This is an optimization exercise on Yosys and OpenROAD, whose aim is small area, not a production implementation.
The RTL was checked by simulation tests, not by an equivalence proof against the original design.
No activity file was given, so power comes from the tool's default toggle rates.

==> flow/design.v (excerpt) <==
module top (
    input clk,
    input rst,
    input rx,
    input [3:0] sw_mode,
    input btn_L, btn_R, btn_D, btn_U,
    input echo,
    input dht_in,
    output dht_oe,
    output dht_drv,
    output trig,
    output tx,
    output [3:0] fndCom,
    output [7:0] fndFont
);
    wire sw1 = sw_mode[1];
    reg t50;
    reg [2:0] scan;
    always @(posedge clk) begin
        if (rst) scan <= 3'd0;
        else if (t50) scan <= scan + 3'd1;
    end
    reg [1:0] c4;
    reg [3:0] c10;
    reg [2:0] m5;
    reg tus, tms;
    always @(posedge clk) begin
        if (rst) begin
            c4 <= 2'd0; c10 <= 4'd0; m5 <= 3'd0; tus <= 1'b0; tms <= 1'b0; t50 <= 1'b0;
        end else begin
            c4 <= c4 + 2'd1;
            tus <= (c4 == 2'd3);
            tms <= (c4 == 2'd3) && (c10 == 4'd9);
            t50 <= (m5 == 3'd1 && c10 == 4'd3 && c4 == 2'd1) ||
                   (m5 == 3'd2 && c10 == 4'd14 && c4 == 2'd3) ||
                   (m5 == 3'd3 && c10 == 4'd6 && c4 == 2'd1) ||
                   (m5 == 3'd4 && c10 == 4'd9 && c4 == 2'd3);
  ...
For scale: ~1900 cells after synthesis, ~0.015 mm² of cells after synthesis.
clock: 110.0 ns
lec_check: 0
cap_margin: 20
core_margin: 2
core_utilization: 40
slew_margin: 20
standard.sh (not shown) runs the stock make flow with config.mk's settings and CLKGATE_MAP_FILE= SYNTH_SCRIPT=/design/flow/synth_recipe.tcl, a recipe that flattens the netlist after the stock synthesis.
==> flow/flow/run.sh <==
#!/bin/bash
# Standard synthesis; then the combinational logic between the (untouched) registers is
# re-mapped by ABC with area-oriented scripts (the smallest result is kept); then the
# standard layout steps, with small port buffers and a clock tree of clkbuf_8 buffers
# without dummy loads.
set -euo pipefail
W=$(pwd)
R=$W/orfs/results/$FLOW_PLATFORM/top/base
L=$W/orfs/logs/$FLOW_PLATFORM/top/base
LIB=$FLOW_HOME/platforms/$FLOW_PLATFORM/lib/sky130_fd_sc_hd__tt_025C_1v80.lib

bash standard.sh synth > $W/std_synth.log 2>&1

yosys -p "read_liberty -ignore_miss_func $LIB; write_verilog -noattr $W/cells_all.v" > $W/cells.log 2>&1
python3 $W/flow/comb.py $W/cells_all.v $W/comb_cells.v
DU=$(grep -o -- '-dont_use [A-Za-z0-9_]*' $L/1_2_yosys.log | sort -u | tr '\n' ' ')
cp $R/1_2_yosys.v $W/std_1_2_yosys.v

resyn() {
  yosys -p "read_liberty -lib $LIB; read_verilog $W/std_1_2_yosys.v; hierarchy -top $FLOW_TOP; \
    techmap -map $W/comb_cells.v; techmap; opt -purge; \
    abc -liberty $LIB $DU -script $W/flow/resyn_$1.abc; \
    splitnets; opt_clean -purge; \
    hilomap -singleton -hicell sky130_fd_sc_hd__conb_1 HI -locell sky130_fd_sc_hd__conb_1 LO; \
    insbuf -buf sky130_fd_sc_hd__buf_1 A X; opt_clean -purge; \
    stat -liberty $LIB; write_verilog -noattr -nohex -nodec $W/resyn_$1.v" > $W/resyn_$1.log 2>&1
}
resyn a & resyn b & resyn c & resyn d & wait
best=""; besta=""
for k in a b c d; do
  a=$(grep "Chip area for module" $W/resyn_$k.log | tail -1 | awk '{print $NF}')
  echo "resyn $k: $a" >> $W/resyn_pick.log
  if [[ -n "$a" ]] && { [[ -z "$besta" ]] || python3 -c "import sys; sys.exit(0 if float('$a') < float('$besta') else 1)"; }; then
    best=$k; besta=$a
  fi
done
echo "picked $best ($besta)" >> $W/resyn_pick.log
cp $W/resyn_$best.v $R/1_2_yosys.v
rm -f $R/1_synth.odb $R/1_synth.sdc

export BUFFER_PORTS_ARGS="-buffer_cell sky130_fd_sc_hd__buf_1"
export CTS_ARGS="-sink_clustering_enable -repair_clock_nets -dont_use_dummy_load -buf_list sky130_fd_sc_hd__clkbuf_8 -sink_clustering_size 16 -sink_clustering_max_diameter 60"
bash standard.sh > $W/std_finish.log 2>&1
Other scripts of this flow, unchanged in this note and not shown: flow/flow/comb.py, flow/flow/resyn_a.abc, flow/flow/resyn_b.abc, flow/flow/resyn_c.abc, flow/flow/resyn_d.abc
The baseline completed with no timing, DRC or antenna violations.
Next try:
--- a/flow/design.v
+++ b/flow/design.v
@@ -317,19 +317,19 @@
     wire [3:0] ld2 = big ? 4'd2 : ge256 ? {1'b0, s2} : {1'b0, q2};
     wire [3:0] ld1 = big ? 4'd5 : ge256 ? s1 : q1;
     wire [3:0] ld0 = big ? 4'd5 : ge256 ? s0 : q0;
     reg [3:0] dst;
     reg r_mcu, io_oe, o_tout;
     reg [7:0] dcnt;          
     reg [5:0] rcv;           
     reg [1:0] tst;           
     reg [8:0] t10;
-    reg go_idle;
+    wire go_idle = (tst == 2'd3);    
     wire start_dht = (dst == 4'd1) & ~io_oe;    
     wire done_r = (dst == 4'd11);               
     wire bitv = dcnt[6:0] > 7'd40;
     reg [7:0] db;            
     wire [7:0] dbc = {db[6:0], bitv};
     reg [7:0] dsum;          
     reg [3:0] st_h1, st_h0, st_t1, st_t0;
     reg [1:0] st_hm, st_tm;
     function [7:0] bcd2x(input [7:0] v, input b);
@@ -412,36 +412,30 @@
                 4'd9: if (~dht_in & tus) dst <= 4'd11;
                 4'd11: dst <= go_idle ? 4'd0 : 4'd10;      
                 4'd10: if (go_idle) dst <= 4'd0;
                 default: ;
             endcase
         end
     end
     always @(posedge clk) begin
         if (rst) begin
-            tst <= 2'd0; t10 <= 9'd0; go_idle <= 1'b0;
+            tst <= 2'd0; t10 <= 9'd0;
         end else case (tst)
-            2'd0: begin
-                go_idle <= 1'b0;
-                if (start_dht) tst <= 2'd1;
-            end
+            2'd0, 2'd3: tst <= start_dht ? 2'd1 : 2'd0;
             2'd1: begin
                 if (tms) begin
                     if (t10 == 9'd33) begin          
                         t10 <= 9'd0; tst <= 2'd2;
                     end else t10 <= {t10[7:0], ~(t10[8] ^ t10[4])};
                 end
                 if (o_tout) tst <= 2'd0;
             end
-            2'd2: begin
-                go_idle <= 1'b1; tst <= 2'd0;
-            end
-            default: ;
+            default: tst <= 2'd3;    
         endcase
     end
     always @(posedge clk or posedge rst) begin
         if (rst) io_oe <= 1'b0;
         else case (dst)
             4'd1: io_oe <= 1'b1;
             4'd2: if (tus && dcnt == 8'd29) io_oe <= 1'b0;
             default: ;
         endcase
After rerunning: Design area drops by 1.3%; sequential power barely changes; power climbs by 2.6%; clock-buffer cell count drops by 1; cell count drops by 2.0%; area after synthesis drops by 0.84%; clock skew climbs by 11 ps; utilization drops by 0.36 points; global-route usage drops by 0.20 points; worst setup slack degrades by 260 ps; via count drops by 1.3%; worst hold slack degrades by 34 ps; routed wire length drops by 2.2%; synthesized cell count drops by 2.1%.

[re-timing with driven ports]
How much do the figures lean on ideal ports? The routed layouts below were timed once more, with nothing changed but the port constraints.
Step 1 (the two cells are an assumption about what drives the block):
set clk [get_ports {clk}]
set_driving_cell -lib_cell sky130_fd_sc_hd__clkbuf_16 $clk
set_driving_cell -lib_cell sky130_fd_sc_hd__buf_2 [delete_from_list [all_inputs] $clk]
Step 2 adds t to the input delays and takes it off the output delays; t is the mean of the earliest and latest rising clock arrival at the registers after step 1. Input paths then give back, and output paths get back, about the clock's delay inside the block.
Three values: ideal ports, drivers, drivers and shift; two values: the first two.
run	t, ns	setup WS [ns]	worst data-port slew with drivers (ns)	pins driven straight from the clock port
the first run	0.665	62.529 / 62.503 / 62.503	0.04	1
the second run	0.651	62.265 / 62.237 / 62.237	0.07	1
After both steps every run listed still meets setup and hold. The setup slack of the second run, which loses most, moves by -0.028 ns with the drivers and by -0.028 ns with both steps.
